Context: an optimization exercise on an open-source flow, tuned for small area, a short achievable clock period and few clock cycles. The choices shown serve that exercise and are no tape-out recipe. RTL that was checked went through simulation tests only; none was proved equivalent to the original. No activity file was given, so power comes from the tool's default toggle rates.

Design div_fsm, start of the top module:
module div_fsm#(
    parameter   DATAWIDTH = 10'd57
)
(
    input                         clk,
    input                         rst_n,
    input                         en,
    input     [DATAWIDTH-1:0]     dividend,
    input     [DATAWIDTH-1:0]     divisor,
    output                        ready,
    output    [DATAWIDTH-1:0]     quotient,
    output    [DATAWIDTH-1:0]     remainder,
    output                        vld_out
);
export LEC_CHECK = 0
export CAP_MARGIN = 20
export CORE_MARGIN = 2
export CORE_UTILIZATION = 40
export SLEW_MARGIN = 20
create_clock -name core_clock -period 6.0 [get_ports {clk}]
run.sh (not shown) runs the stock make flow with config.mk's settings and CLKGATE_MAP_FILE= SYNTH_SCRIPT=/design/flow/synth_recipe.tcl, a recipe that flattens the netlist after the stock synthesis.
The first run went through all stages and came out clean.
Then changed:
ABC_CLOCK_PERIOD_IN_PS = 2500   (was not set)
SETUP_SLACK_MARGIN = 3.2   (was not set)
Outcome: Fmax went up by 30%. Cell area grows by 24%. Power went up by 28%. Die area does not change. Setup slack gets better by 1.1 ns. Synthesized area stays the same. Non-clock buffer count climbs by 200.
Function was not checked in any run of this note: the RTL went through the layout flow alone.

========
Setup of the baseline:
Another version of the RTL of div_fsm (not shown whole).
For scale: roughly 1,600 cells after synthesis, ~190 flip-flops, about 230 I/O pins.
clock: 6.0 ns
lec_check: 0
abc_clock_period_in_ps: 3000
cap_margin: 20
core_margin: 2
core_utilization: 40
cts_buf_list: sky130_fd_sc_hd__clkbuf_4 sky130_fd_sc_hd__clkbuf_8
cts_cluster_diameter: 60
cts_cluster_size: 20
setup_slack_margin: 2.5
slew_margin: 20
standard.sh (not shown) runs the stock make flow with config.mk's settings and CLKGATE_MAP_FILE= SYNTH_SCRIPT=/design/flow/synth_recipe.tcl, a recipe that flattens the netlist after the stock synthesis.
==> flow/flow/run.sh <==
#!/bin/bash
# The standard layout, with buf_1 as the port buffer cell instead of the
# cell buffer_ports picks by default.
set -euo pipefail
export BUFFER_PORTS_ARGS="-buffer_cell sky130_fd_sc_hd__buf_1"
bash standard.sh > standard.log 2>&1
Testbench counts of the baseline, summed over its fixed seeds: cycles 33,212.
## Diff of input files: the candidate against the baseline
# the baseline
export LEC_CHECK = 0
export ABC_CLOCK_PERIOD_IN_PS = 3000
export CAP_MARGIN = 20
export CORE_MARGIN = 2
export CORE_UTILIZATION = 40
export CTS_BUF_LIST = sky130_fd_sc_hd__clkbuf_4 sky130_fd_sc_hd__clkbuf_8
export CTS_CLUSTER_DIAMETER = 60
export CTS_CLUSTER_SIZE = 20
export SETUP_SLACK_MARGIN = 2.5
export SLEW_MARGIN = 20
create_clock -name core_clock -period 6.0 [get_ports {clk}]
# the candidate
export LEC_CHECK = 0
export ABC_CLOCK_PERIOD_IN_PS = 3000
export CAP_MARGIN = 20
export CORE_MARGIN = 2
export CORE_UTILIZATION = 40
export CTS_BUF_LIST = sky130_fd_sc_hd__clkbuf_4 sky130_fd_sc_hd__clkbuf_8
export SETUP_SLACK_MARGIN = 2.5
export SLEW_MARGIN = 20
create_clock -name core_clock -period 6.0 [get_ports {clk}]
[summary]
The candidate -> the baseline: non-clock buffer count flat. The baseline -> the candidate: sequential share of layout area delta 0, exact match. The number of primary I/O pins was comparable across the baseline and the candidate. Routed wire length essentially unchanged between the baseline and the candidate. Re CTS sink count: no difference whatsoever between the candidate and the baseline. The candidate -> the baseline: clock latency of the later-clocked register in the worst-skew pair flat. From the candidate to the baseline, maximum clock rate did not move at all. Diff the baseline -> the candidate: signal arrival time at the worst endpoint closely matched the old numbers; number of clock buffers in the layout closely matched the old numbers; maximum resistive drop on vdd closely matched the old numbers.

========
The RTL this note starts from:
==> flow/design.v <==
module div_fsm#(
    parameter   DATAWIDTH = 10'd57
)
(
    input                         clk,
    input                         rst_n,
    input                         en,
    input     [DATAWIDTH-1:0]     dividend,
    input     [DATAWIDTH-1:0]     divisor,
    output                        ready,
    output    [DATAWIDTH-1:0]     quotient,
    output    [DATAWIDTH-1:0]     remainder,
    output                        vld_out
);
localparam W  = DATAWIDTH;
localparam K1 = 27;              
localparam K2 = 3;               
reg  [W-1:0] r_q;                
reg  [W-1:0] r_r;                
reg  [W-1:0] r_d;                
reg  [5:0]   r_cnt;              
reg          r_busy;
reg          r_vld;
assign ready     = ~r_busy;
assign vld_out   = r_vld;
assign quotient  = r_q;
assign remainder = r_r;
wire start = en & ~r_busy;
reg  [5:0]   r_wb;
reg  [5:0]   wb_in;
integer      wi;
always @(*) begin
    wb_in = 6'd0;
    for (wi = 0; wi < W; wi = wi + 1)
        if (divisor[wi]) wb_in = wi + 1;
end
wire [W-1:0] m;
genvar gi;
generate
    for (gi = 0; gi < W; gi = gi + 1) begin : g_m
        assign m[gi] = (r_wb <= gi + 1);
    end
endgenerate
wire d_nz = (r_wb != 6'd0);
wire [W+K1-1:0] x1 = {r_r, r_q[W-1:W-K1]};
wire [W+K2-1:0] x2 = {r_r, r_q[W-1:W-K2]};
wire sk1 = d_nz & (r_cnt >= K1) & ~|x1[W+K1-1:W] & ~|(x1[W-1:0] & m);
wire sk2 = d_nz & (r_cnt >= K2) & ~|x2[W+K2-1:W] & ~|(x2[W-1:0] & m);
function [5:0] dec6;
    input [5:0] a;
    input [5:0] b;
    reg   [6:0] bw;
    integer     i;
    begin
        bw[0] = 1'b0;
        for (i = 0; i < 6; i = i + 1) begin
            dec6[i]  = a[i] ^ b[i] ^ bw[i];
            bw[i+1]  = (~a[i] & b[i]) | (~a[i] & bw[i]) | (b[i] & bw[i]);
        end
    end
endfunction
wire [5:0] cnt_1  = dec6(r_cnt, 6'd1);
wire [5:0] cnt_k1 = dec6(r_cnt, K1);
wire [5:0] cnt_k2 = dec6(r_cnt, K2);
wire [W:0]   x0   = {r_r, r_q[W-1]};
wire [W+1:0] diff = {1'b0, x0} - {2'b00, r_d};
wire         qb   = ~diff[W+1];
always @(posedge clk or negedge rst_n) begin
    if (!rst_n) begin
        r_busy <= 1'b0;
        r_vld  <= 1'b0;
        r_cnt  <= 6'd0;
    end else begin
        r_vld <= 1'b0;
        if (start) begin
            r_busy <= 1'b1;
            r_cnt  <= W;
        end else if (r_busy) begin
            if (sk1) begin
                r_cnt <= cnt_k1;
                if (r_cnt == K1) begin r_busy <= 1'b0; r_vld <= 1'b1; end
            end else if (sk2) begin
                r_cnt <= cnt_k2;
                if (r_cnt == K2) begin r_busy <= 1'b0; r_vld <= 1'b1; end
            end else begin
                r_cnt <= cnt_1;
                if (r_cnt == 6'd1) begin r_busy <= 1'b0; r_vld <= 1'b1; end
            end
        end
    end
end
always @(posedge clk) begin
    if (start) begin
        r_q <= dividend;
        r_d <= divisor;
        r_wb <= wb_in;
        r_r <= {W{1'b0}};
    end else if (r_busy) begin
        if (sk1) begin
            r_r <= x1[W-1:0];
            r_q <= {r_q[W-K1-1:0], {K1{1'b0}}};
        end else if (sk2) begin
            r_r <= x2[W-1:0];
            r_q <= {r_q[W-K2-1:0], {K2{1'b0}}};
        end else begin
            r_r <= qb ? diff[W-1:0] : x0[W-1:0];
            r_q <= {r_q[W-2:0], qb};
        end
    end
end
endmodule
export LEC_CHECK = 0
export ABC_CLOCK_PERIOD_IN_PS = 3000
export CAP_MARGIN = 20
export CORE_MARGIN = 2
export CORE_UTILIZATION = 40
export SETUP_SLACK_MARGIN = 3.0
export SLEW_MARGIN = 20
create_clock -name core_clock -period 6.0 [get_ports {clk}]
Scripts as last shown in full above: flow/flow/run.sh
The starting point produced a clean layout.
Then changed:
Settings changed: SETUP_SLACK_MARGIN 3.0 to 2.5.
=> Via count is lower by 7.5%. Die area does not change. Core utilization went down by 11 points.
Function was not checked in any run of this note: the RTL went through the layout flow alone.

========
Another version of the RTL of div_fsm (not shown whole).
For scale: about 190 flip-flops, ~230 I/O pins, about 0.014 mm2 of cells after synthesis.
==> flow/config.mk <==
export PLATFORM = sky130hd
export DESIGN_NAME = div_fsm
export DESIGN_NICKNAME = div_fsm
export VERILOG_FILES = /design/flow/design.v
export SDC_FILE = /design/flow/constraint.sdc
export NUM_CORES = 4
export LEC_CHECK = 0
export ABC_CLOCK_PERIOD_IN_PS = 3000
export CAP_MARGIN = 20
export CORE_MARGIN = 2
export CORE_UTILIZATION = 40
export CTS_BUF_LIST = sky130_fd_sc_hd__clkbuf_4 sky130_fd_sc_hd__clkbuf_8
export SETUP_SLACK_MARGIN = 2.5
export SLEW_MARGIN = 20
==> flow/constraint.sdc <==
create_clock -name core_clock -period 6.0 [get_ports {clk}]
set_input_delay 1.2000 -clock core_clock [delete_from_list [all_inputs] [get_ports {clk}]]
set_output_delay 1.2000 -clock core_clock [all_outputs]
set_load 0.01 [all_outputs]
Scripts as last shown in full above: flow/flow/run.sh
The first run finished with timing, DRC and antenna clean.
Testbench counts at the start, summed over its fixed seeds: cycles 33,212.
==> next run, changes <==
--- a/flow/flow/run.sh
+++ b/flow/flow/run.sh
@@ -3 +3 @@
-# cell buffer_ports picks by default.
+# cell buffer_ports picks by default, and power recovery after global route.
@@ -6 +6 @@
-bash standard.sh > standard.log 2>&1
+bash standard.sh RECOVER_POWER=100 finish > standard.log 2>&1
Result: The new run produced a layout that fails on max-capacitance violations, max-slew violations. Hold slack is about the same. Cell area drops by 1.5%. Non-clock buffer count stays the same. Utilization drops by 0.73 points. Global-route usage stays the same. Total power drops by 2.1%. Register-to-register slack got worse by 1.1 ns. Synthesized cell count is unchanged. Via count is about the same. Combinational power drops by about 3%. Wire length is about the same.

========
Starting RTL as in the previous note.
Design div_fsm, start of the top module:
module div_fsm#(
    parameter   DATAWIDTH = 10'd57
)
(
    input                         clk,
    input                         rst_n,
    input                         en,
    input     [DATAWIDTH-1:0]     dividend,
    input     [DATAWIDTH-1:0]     divisor,
    output                        ready,
    output    [DATAWIDTH-1:0]     quotient,
    output    [DATAWIDTH-1:0]     remainder,
    output                        vld_out
);
==> flow/config.mk <==
export PLATFORM = sky130hd
export DESIGN_NAME = div_fsm
export DESIGN_NICKNAME = div_fsm
export VERILOG_FILES = /design/flow/design.v
export SDC_FILE = /design/flow/constraint.sdc
export NUM_CORES = 4
export LEC_CHECK = 0
export ABC_CLOCK_PERIOD_IN_PS = 3000
export CAP_MARGIN = 20
export CORE_MARGIN = 2
export CORE_UTILIZATION = 40
export CTS_BUF_LIST = sky130_fd_sc_hd__clkbuf_4 sky130_fd_sc_hd__clkbuf_8
export SETUP_SLACK_MARGIN = 2.2
export SLEW_MARGIN = 20
==> flow/constraint.sdc <==
create_clock -name core_clock -period 6.0 [get_ports {clk}]
set_input_delay 1.2000 -clock core_clock [delete_from_list [all_inputs] [get_ports {clk}]]
set_output_delay 1.2000 -clock core_clock [all_outputs]
set_load 0.01 [all_outputs]
==> flow/flow/run.sh <==
#!/bin/bash
# The standard layout, with buf_1 as the port buffer cell instead of the
# cell buffer_ports picks by default.
set -euo pipefail
export BUFFER_PORTS_ARGS="-buffer_cell sky130_fd_sc_hd__buf_1"
bash standard.sh > standard.log 2>&1
Testbench counts at the start, summed over its fixed seeds: cycles 33,212.
Next try:
--- a/flow/config.mk
+++ b/flow/config.mk
@@ -11,4 +11,4 @@
 export CORE_UTILIZATION = 40
 export CTS_BUF_LIST = sky130_fd_sc_hd__clkbuf_4 sky130_fd_sc_hd__clkbuf_8
-export SETUP_SLACK_MARGIN = 2.2
+export SETUP_SLACK_MARGIN = 2.7
 export SLEW_MARGIN = 20
Design area came out higher by 13%.
Non-clock buffer count went up by 107.
Clock skew barely changes.
Synthesized area is unchanged.
Power came out higher by 9.6%.
Sequential share of layout area shrinks by 3.4 points.
Wire length goes up by 7.4%.
Worst setup slack improved by 0.36 ns.
Next try:
--- a/flow/config.mk
+++ b/flow/config.mk
@@ -11,4 +11,5 @@
 export CORE_UTILIZATION = 40
 export CTS_BUF_LIST = sky130_fd_sc_hd__clkbuf_4 sky130_fd_sc_hd__clkbuf_8
-export SETUP_SLACK_MARGIN = 2.7
+export PLACE_DENSITY = 0.5
+export SETUP_SLACK_MARGIN = 2.5
 export SLEW_MARGIN = 20
Effect: The new run finished clean. Total power shrinks by about 3%. Non-clock buffer count fell by 40. Design area went down by about 5.4%. Die area stays the same. Register-to-register slack got worse by 0.09 ns. Worst hold slack is worse by 0.015 ns. Sequential share of layout area came out higher by 1.5 points. Via count went down by about 3.4%.
Next try:
--- a/flow/config.mk
+++ b/flow/config.mk
@@ -9,7 +9,6 @@
 export CAP_MARGIN = 20
 export CORE_MARGIN = 2
-export CORE_UTILIZATION = 40
-export CTS_BUF_LIST = sky130_fd_sc_hd__clkbuf_4 sky130_fd_sc_hd__clkbuf_8
-export PLACE_DENSITY = 0.5
+export CORE_UTILIZATION = 60
+export PLACE_DENSITY = 0.75
 export SETUP_SLACK_MARGIN = 2.5
 export SLEW_MARGIN = 20
=> The new run produced a clean layout; utilization is higher by 23 points; routed wire length goes down by roughly a tenth; fmax barely changes; global-route usage came out higher by 11 points; via count increases by a few percent; die area is lower by a quarter to a third; cell area goes down by a few percent; clock skew is lower by 0.0068 ns; worst setup slack degrades by 0.0049 ns; area after synthesis is unchanged.
Next try:
--- a/flow/config.mk
+++ b/flow/config.mk
@@ -9,6 +9,6 @@
 export CAP_MARGIN = 20
 export CORE_MARGIN = 2
-export CORE_UTILIZATION = 60
-export PLACE_DENSITY = 0.75
-export SETUP_SLACK_MARGIN = 2.5
+export CORE_UTILIZATION = 40
+export CTS_BUF_LIST = sky130_fd_sc_hd__clkbuf_4 sky130_fd_sc_hd__clkbuf_8
+export SETUP_SLACK_MARGIN = 2.4
 export SLEW_MARGIN = 20
After rerunning: Total power decreases by 4.9%. Core utilization decreases by 25 points. Register-to-register slack stays flat. Final area decreases by 1.3%. Sequential power decreases by about 5%. Fmax decreases by 0.42%. Via count decreases by 4.2%.
Next try:
==> flow/flow/run.sh (replaced) <==
#!/bin/bash
# The standard layout, with buf_1 as the port buffer cell instead of the
# cell buffer_ports picks by default, and sizing not held to cell footprints.
set -euo pipefail
export BUFFER_PORTS_ARGS="-buffer_cell sky130_fd_sc_hd__buf_1"
bash standard.sh MATCH_CELL_FOOTPRINT=0 finish > standard.log 2>&1
--- a/flow/config.mk
+++ b/flow/config.mk
@@ -10,5 +10,4 @@
 export CORE_MARGIN = 2
 export CORE_UTILIZATION = 40
-export CTS_BUF_LIST = sky130_fd_sc_hd__clkbuf_4 sky130_fd_sc_hd__clkbuf_8
-export SETUP_SLACK_MARGIN = 2.4
+export SETUP_SLACK_MARGIN = 2.5
 export SLEW_MARGIN = 20
Via count stays the same; sequential share of layout area fell by 0.56 points; count of clock-buffer cells in the layout stays the same; setup slack improved by 0.099 ns; cell count increases by 0.33%; area after synthesis does not change.

[static timing again, ports no longer ideal]
How much do the figures lean on ideal ports? The routed layouts below were timed once more, with nothing changed but the port constraints.
Step 1 (the two cells are an assumption about what drives the block):
set clk [get_ports {clk}]
set_driving_cell -lib_cell sky130_fd_sc_hd__clkbuf_16 $clk
set_driving_cell -lib_cell sky130_fd_sc_hd__buf_2 [delete_from_list [all_inputs] $clk]
Step 2, shift: input delay + t, output delay - t, t = (earliest + latest rising clock arrival at the registers) / 2. This alone moves slack from input paths to output paths.
Slacks: no drivers / after step 1 / after step 2; pairs: no drivers / after step 1.
| run | t (ns) | setup slack, ns | worst setup path at the end | cell pins on the clock port's net |
|---|---|---|---|---|
| the first run of note 1 | 0.506 | 1.299 / 1.299 / 1.299 | register to register | 1 |
| the second run of note 1 | 0.534 | 2.389 / 2.389 / 2.389 | register to register | 1 |
| the baseline | 0.560 | 2.537 / 2.537 / 2.170 | input to register | 1 |
| the candidate | 0.560 | 2.537 / 2.537 / 2.170 | input to register | 1 |
| the first run of note 3 | 0.529 | 2.655 / 2.655 / 2.460 | input to register | 1 |
| the second run of note 3 | 0.512 | 2.545 / 2.545 / 2.284 | input to register | 1 |
| the first run of note 4 | 0.569 | 2.560 / 2.560 / 2.163 | input to register | 1 |
| the second run of note 4 | 0.570 | 1.425 / 1.425 / 1.051 | input to register | 1 |
| the first run of note 5 | 0.571 | 2.213 / 2.213 / 2.032 | input to register | 1 |
| the second run of note 5 | 0.551 | 2.576 / 2.576 / 2.351 | input to register | 1 |
| the third run of note 5 | 0.573 | 2.484 / 2.484 / 2.031 | input to register | 1 |
| the fourth run of note 5 | 0.490 | 2.479 / 2.479 / 2.226 | input to register | 1 |
| the fifth run of note 5 | 0.575 | 2.465 / 2.465 / 2.088 | input to register | 1 |
| the sixth run of note 5 | 0.502 | 2.563 / 2.563 / 2.246 | input to register | 1 |
For the third run of note 5, which loses most, drivers alone change the setup slack by 0.000 ns; drivers and shift together by -0.453 ns.
